This design comes from an exercise in tuning for small area, a short achievable clock period and few clock cycles per item on the open sky130 flow, not from production work.
Function was checked by simulation only, so behaviour that the tests miss may differ from the original.

==> run G: inputs <==
==> flow/design.v (excerpt) <==
module multi #(parameter N = 32) (a,b,clk,out,load,done);
  input [N-1:0] a,b;
  input clk,load;
  output [2*N-1:0] out;
  output done;
  reg [144:0] r;
  reg dn;
  wire neg0 = b[1];
  wire one0_0, two0_0, ng0_0;
  benc ue0_0 (b[1], b[0], 1'b0, one0_0, two0_0, ng0_0);
  wire one0_1, two0_1, ng0_1;
  benc ue0_1 (b[1], b[0], 1'b0, one0_1, two0_1, ng0_1);
  wire neg1 = b[3];
  wire one1_0, two1_0, ng1_0;
  benc ue1_0 (b[3], b[2], b[1], one1_0, two1_0, ng1_0);
  wire one1_1, two1_1, ng1_1;
  benc ue1_1 (b[3], b[2], b[1], one1_1, two1_1, ng1_1);
  wire neg2 = b[5];
  wire one2_0, two2_0, ng2_0;
  benc ue2_0 (b[5], b[4], b[3], one2_0, two2_0, ng2_0);
  wire one2_1, two2_1, ng2_1;
  benc ue2_1 (b[5], b[4], b[3], one2_1, two2_1, ng2_1);
  wire neg3 = b[7];
  wire one3_0, two3_0, ng3_0;
  benc ue3_0 (b[7], b[6], b[5], one3_0, two3_0, ng3_0);
  wire one3_1, two3_1, ng3_1;
  benc ue3_1 (b[7], b[6], b[5], one3_1, two3_1, ng3_1);
  wire neg4 = b[9];
  wire one4_0, two4_0, ng4_0;
  benc ue4_0 (b[9], b[8], b[7], one4_0, two4_0, ng4_0);
  wire one4_1, two4_1, ng4_1;
  benc ue4_1 (b[9], b[8], b[7], one4_1, two4_1, ng4_1);
  wire neg5 = b[11];
  wire one5_0, two5_0, ng5_0;
  benc ue5_0 (b[11], b[10], b[9], one5_0, two5_0, ng5_0);
  wire one5_1, two5_1, ng5_1;
  benc ue5_1 (b[11], b[10], b[9], one5_1, two5_1, ng5_1);
  wire neg6 = b[13];
  wire one6_0, two6_0, ng6_0;
  benc ue6_0 (b[13], b[12], b[11], one6_0, two6_0, ng6_0);
  wire one6_1, two6_1, ng6_1;
  benc ue6_1 (b[13], b[12], b[11], one6_1, two6_1, ng6_1);
  wire neg7 = b[15];
  wire one7_0, two7_0, ng7_0;
  benc ue7_0 (b[15], b[14], b[13], one7_0, two7_0, ng7_0);
  wire one7_1, two7_1, ng7_1;
  benc ue7_1 (b[15], b[14], b[13], one7_1, two7_1, ng7_1);
  wire neg8 = b[17];
  wire one8_0, two8_0, ng8_0;
  benc ue8_0 (b[17], b[16], b[15], one8_0, two8_0, ng8_0);
  wire one8_1, two8_1, ng8_1;
  benc ue8_1 (b[17], b[16], b[15], one8_1, two8_1, ng8_1);
  wire neg9 = b[19];
  wire one9_0, two9_0, ng9_0;
  benc ue9_0 (b[19], b[18], b[17], one9_0, two9_0, ng9_0);
  wire one9_1, two9_1, ng9_1;
  benc ue9_1 (b[19], b[18], b[17], one9_1, two9_1, ng9_1);
  wire neg10 = b[21];
  wire one10_0, two10_0, ng10_0;
  ...
==> flow/config.mk <==
export PLATFORM = sky130hd
export DESIGN_NAME = multi
export DESIGN_NICKNAME = multi
export VERILOG_FILES = /design/flow/design.v
export SDC_FILE = /design/flow/constraint.sdc
export NUM_CORES = 4
export LEC_CHECK = 0
export ABC_AREA = 1
export CAP_MARGIN = 20
export CORE_MARGIN = 2
export CORE_UTILIZATION = 50
export SETUP_SLACK_MARGIN = 0.1
export SLEW_MARGIN = 20
export SYNTH_HIERARCHICAL = 1
==> flow/constraint.sdc <==
create_clock -name core_clock -period 4.0 [get_ports {clk}]
set_input_delay 0.8000 -clock core_clock [delete_from_list [all_inputs] [get_ports {clk}]]
set_output_delay 0.8000 -clock core_clock [all_outputs]
set_load 0.01 [all_outputs]
standard.sh (not shown) runs the stock make flow with config.mk's settings and CLKGATE_MAP_FILE= SYNTH_SCRIPT=/design/flow/synth_recipe.tcl, a recipe that flattens the netlist after the stock synthesis.
==> flow/flow/run.sh <==
#!/bin/bash
# The standard layout (standard.sh, every step from synthesis to finish) with two changes:
# - the buffers that ORFS's buffer_ports puts on every input and output port are
#   sky130_fd_sc_hd__buf_2 instead of the tool's default choice, a slow delay cell
#   (clkdlybuf4s50_1) that adds about 0.4 ns to the port paths;
# - after global routing, ORFS's power recovery (repair_timing -recover_power) downsizes
#   gates on paths that have slack to spare.
set -euo pipefail
export BUFFER_PORTS_ARGS="-buffer_cell sky130_fd_sc_hd__buf_2"
export RECOVER_POWER=100
bash standard.sh > standard.log 2>&1
==> inputs of run Y, as changes to run G <==
--- a/flow/design.v
+++ b/flow/design.v
@@ -6,15 +6,15 @@
 assign add = a + b + cin;
 endmodule
 module multi #(parameter N = 32) (a,b,clk,out,load,done);
   input [N-1:0] a,b;
   input clk,load;
   output [2*N-1:0] out;
   output done;
-  reg [144:0] r;
+  reg [152:0] r;
   reg dn;
   wire neg0 = b[1];
   wire one0_0, two0_0, ng0_0;
   benc ue0_0 (b[1], b[0], 1'b0, one0_0, two0_0, ng0_0);
   wire one0_1, two0_1, ng0_1;
   benc ue0_1 (b[1], b[0], 1'b0, one0_1, two0_1, ng0_1);
   wire neg1 = b[3];
@@ -1520,15 +1520,14 @@
   fa us951 (c834, c726, s835, s951, c952);
   wire s953, c954;
   fa us953 (s837, p15_28, c836, s953, c954);
   wire s955, c956;
   fa us955 (c838, p15_29, s839, s955, c956);
   wire s957, c958;
   fa us957 (p15_30, c840, p14_32, s957, c958);
-  wire [10:0] lo = {1'b0, c854, c852, c850, c848, c846, c844, c842, s841, p0_1, neg0} + {1'b0, s855, s853, s851, s849, s847, s845, s843, p1_0, 1'b0, p0_0};
   always @(posedge clk) begin
     if (load) begin
       dn <= 1'b1;
       r[0] <= s579;
       r[1] <= c758;
       r[2] <= s759;
       r[3] <= s583;
@@ -1612,71 +1611,79 @@
       r[81] <= s687;
       r[82] <= s813;
       r[83] <= c812;
       r[84] <= s691;
       r[85] <= c814;
       r[86] <= s815;
       r[87] <= p15_31;
-      r[88] <= lo[10];
-      r[89] <= lo[0];
-      r[90] <= lo[1];
-      r[91] <= lo[2];
-      r[92] <= lo[3];
-      r[93] <= lo[4];
-      r[94] <= lo[5];
-      r[95] <= lo[6];
-      r[96] <= lo[7];
-      r[97] <= lo[8];
-      r[98] <= lo[9];
-      r[99] <= c856;
-      r[100] <= s857;
-      r[101] <= c858;
-      r[102] <= s859;
-      r[103] <= c860;
-      r[104] <= s861;
-      r[105] <= c862;
-      r[106] <= s863;
-      r[107] <= c864;
-      r[108] <= s865;
-      r[109] <= c866;
-      r[110] <= s867;
-      r[111] <= c868;
-      r[112] <= s869;
-      r[113] <= c870;
-      r[114] <= s871;
-      r[115] <= c872;
-      r[116] <= s873;
-      r[117] <= c874;
-      r[118] <= s933;
-      r[119] <= c934;
-      r[120] <= s935;
-      r[121] <= c936;
-      r[122] <= s937;
-      r[123] <= c938;
-      r[124] <= s939;
-      r[125] <= c940;
-      r[126] <= s941;
-      r[127] <= c942;
-      r[128] <= s943;
-      r[129] <= c944;
-      r[130] <= s945;
-      r[131] <= c946;
-      r[132] <= s947;
-      r[133] <= c948;
-      r[134] <= s949;
-      r[135] <= c950;
-      r[136] <= s951;
-      r[137] <= c952;
-      r[138] <= s953;
-      r[139] <= c954;
-      r[140] <= s955;
-      r[141] <= c956;
-      r[142] <= s957;
-      r[143] <= c958;
-      r[144] <= p15_32;
+      r[88] <= neg0;
+      r[89] <= p0_0;
+      r[90] <= p0_1;
+      r[91] <= s841;
+      r[92] <= p1_0;
+      r[93] <= c842;
+      r[94] <= s843;
+      r[95] <= c844;
+      r[96] <= s845;
+      r[97] <= c846;
+      r[98] <= s847;
+      r[99] <= c848;
+      r[100] <= s849;
+      r[101] <= c850;
+      r[102] <= s851;
+      r[103] <= c852;
+      r[104] <= s853;
+      r[105] <= c854;
+      r[106] <= s855;
+      r[107] <= c856;
+      r[108] <= s857;
+      r[109] <= c858;
+      r[110] <= s859;
+      r[111] <= c860;
+      r[112] <= s861;
+      r[113] <= c862;
+      r[114] <= s863;
+      r[115] <= c864;
+      r[116] <= s865;
+      r[117] <= c866;
+      r[118] <= s867;
+      r[119] <= c868;
+      r[120] <= s869;
+      r[121] <= c870;
+      r[122] <= s871;
+      r[123] <= c872;
+      r[124] <= s873;
+      r[125] <= c874;
+      r[126] <= s933;
+      r[127] <= c934;
+      r[128] <= s935;
+      r[129] <= c936;
+      r[130] <= s937;
+      r[131] <= c938;
+      r[132] <= s939;
+      r[133] <= c940;
+      r[134] <= s941;
+      r[135] <= c942;
+      r[136] <= s943;
+      r[137] <= c944;
+      r[138] <= s945;
+      r[139] <= c946;
+      r[140] <= s947;
+      r[141] <= c948;
+      r[142] <= s949;
+      r[143] <= c950;
+      r[144] <= s951;
+      r[145] <= c952;
+      r[146] <= s953;
+      r[147] <= c954;
+      r[148] <= s955;
+      r[149] <= c956;
+      r[150] <= s957;
+      r[151] <= c958;
+      r[152] <= p15_32;
     end
   end
   wire s875, c876;
   fa us875 (r[2], r[0], r[1], s875, c876);
   wire s877, c878;
   fa us877 (r[5], r[3], r[4], s877, c878);
   wire s879, c880;
@@ -1731,18 +1738,17 @@
   fa us927 (r[80], r[78], r[79], s927, c928);
   wire s929, c930;
   fa us929 (r[83], r[81], r[82], s929, c930);
   wire s931, c932;
   fa us931 (r[86], r[84], r[85], s931, c932);
   wire s959 = ~r[87];
   wire c960 = r[87];
-  wire [2*N-1:0] x0 = {1'b1, c960, r[143], r[141], r[139], r[137], r[135], r[133], r[131], r[129], r[127], r[125], r[123], r[121], r[119], c932, c930, c928, c926, c924, c922, c920, c918, c916, c914, c912, c910, c908, c906, c904, c902, c900, c898, c896, c894, c892, c890, c888, c886, c884, c882, c880, c878, c876, r[117], r[115], r[113], r[111], r[109], r[107], r[105], r[103], r[101], r[99], r[98], r[97], r[96], r[95], r[94], r[93], r[92], r[91], r[90], r[89]};
-  wire [2*N-1:0] x1 = {1'b0, r[144], s959, r[142], r[140], r[138], r[136], r[134], r[132], r[130], r[128], r[126], r[124], r[122], r[120], r[118], s931, s929, s927, s925, s923, s921, s919, s917, s915, s913, s911, s909, s907, s905, s903, s901, s899, s897, s895, s893, s891, s889, s887, s885, s883, s881, s879, s877, s875, r[116], r[114], r[112], r[110], r[108], r[106], r[104], r[102], r[100], 1'b0, 1'b0, 1'b0, 1'b0, 1'b0, 1'b0, 1'b0, 1'b0, 1'b0, 1'b0};
-  assign out[9:0] = x0[9:0];
-  assign out[2*N-1:10] = x0[2*N-1:10] + x1[2*N-1:10] + r[88];
+  wire [2*N-1:0] x0 = {1'b1, c960, r[151], r[149], r[147], r[145], r[143], r[141], r[139], r[137], r[135], r[133], r[131], r[129], r[127], c932, c930, c928, c926, c924, c922, c920, c918, c916, c914, c912, c910, c908, c906, c904, c902, c900, c898, c896, c894, c892, c890, c888, c886, c884, c882, c880, c878, c876, r[125], r[123], r[121], r[119], r[117], r[115], r[113], r[111], r[109], r[107], r[105], r[103], r[101], r[99], r[97], r[95], r[93], r[91], r[90], r[88]};
+  wire [2*N-1:0] x1 = {1'b0, r[152], s959, r[150], r[148], r[146], r[144], r[142], r[140], r[138], r[136], r[134], r[132], r[130], r[128], r[126], s931, s929, s927, s925, s923, s921, s919, s917, s915, s913, s911, s909, s907, s905, s903, s901, s899, s897, s895, s893, s891, s889, s887, s885, s883, s881, s879, s877, s875, r[124], r[122], r[120], r[118], r[116], r[114], r[112], r[110], r[108], r[106], r[104], r[102], r[100], r[98], r[96], r[94], r[92], 1'b0, r[89]};
+  assign out = x0 + x1;
   assign done = dn;
 endmodule
 module benc (input b1, input b0, input bm1, output onen, output twon, output neg);
   assign onen = ~(b0 ^ bm1);
   assign twon = ~((b1 & ~b0 & ~bm1) | (~b1 & b0 & bm1));
   assign neg = b1;
 endmodule
==> flow/run.sh (new file) <==
#!/bin/bash
# synth_recipe.tcl (not shown) runs the flow's synth.tcl, then flattens the netlist and writes it again
# the make line also repeats each setting of config.mk as NAME=value (left out here)
make -C /OpenROAD-flow-scripts/flow DESIGN_CONFIG=/design/flow/config.mk WORK_HOME=/design/flow/orfs CLKGATE_MAP_FILE= SYNTH_SCRIPT=/design/flow/synth_recipe.tcl finish
removed: flow/flow/run.sh
removed: flow/standard.sh
==> notes <==
- Run G finished but fails on capacitance limit, slew limit. Run Y completed without violations.
- In run Y the synthesized cell count is larger than in run G, by about 6%.
- Of run G and run Y, run G has the higher clock-buffer cell count (gap 2).
- Between run G and run Y, the lower synthesized area is in run G (gap 2.6%, measured against run Y).
- In run Y the routed wire length is larger than in run G, by 4.1%.
- In run G the utilization is lower than in run Y, by 3.1 points.
- Between run Y and run G, the lower via count is in run G (gap about 4.3%, measured against run G).
- Against run G, the fmax of run Y is larger by 1.0%.
Testbench counts of run G, summed over its fixed seeds: cycles 2,048, items 2,048.
Testbench counts of run Y, summed over its fixed seeds: cycles 2,048, items 2,048.

[what the ideal ports hide]
The results above use ideal ports. As a check the final layouts listed here were re-extracted and re-timed, cells and wires unchanged. Step 1 (the two cells are an assumption about what drives the block):
set clk [get_ports {clk}]
set_driving_cell -lib_cell sky130_fd_sc_hd__clkbuf_16 $clk
set_driving_cell -lib_cell sky130_fd_sc_hd__buf_2 [delete_from_list [all_inputs] $clk]
Step 2 times the ports against the registers' clock, not the clock port: input delays grow and output delays shrink by t, the midpoint of the rising clock arrivals with the driver on. a / b / c = ideal ports / drivers / drivers and shift; a / b = the first two.
run | t (ns) | setup WS [ns] | worst setup path after step 2 | slew at the worst register clock pin (ns)
run G | 0.491 | 0.068 / 0.095 / -0.397 | input to register | 0.06 / 0.06
run Y | 0.515 | 0.108 / 0.108 / -0.374 | input to register | 0.07 / 0.07
The setup slack of run Y, which loses most, moves by 0.000 ns with the drivers and by -0.482 ns with both steps.
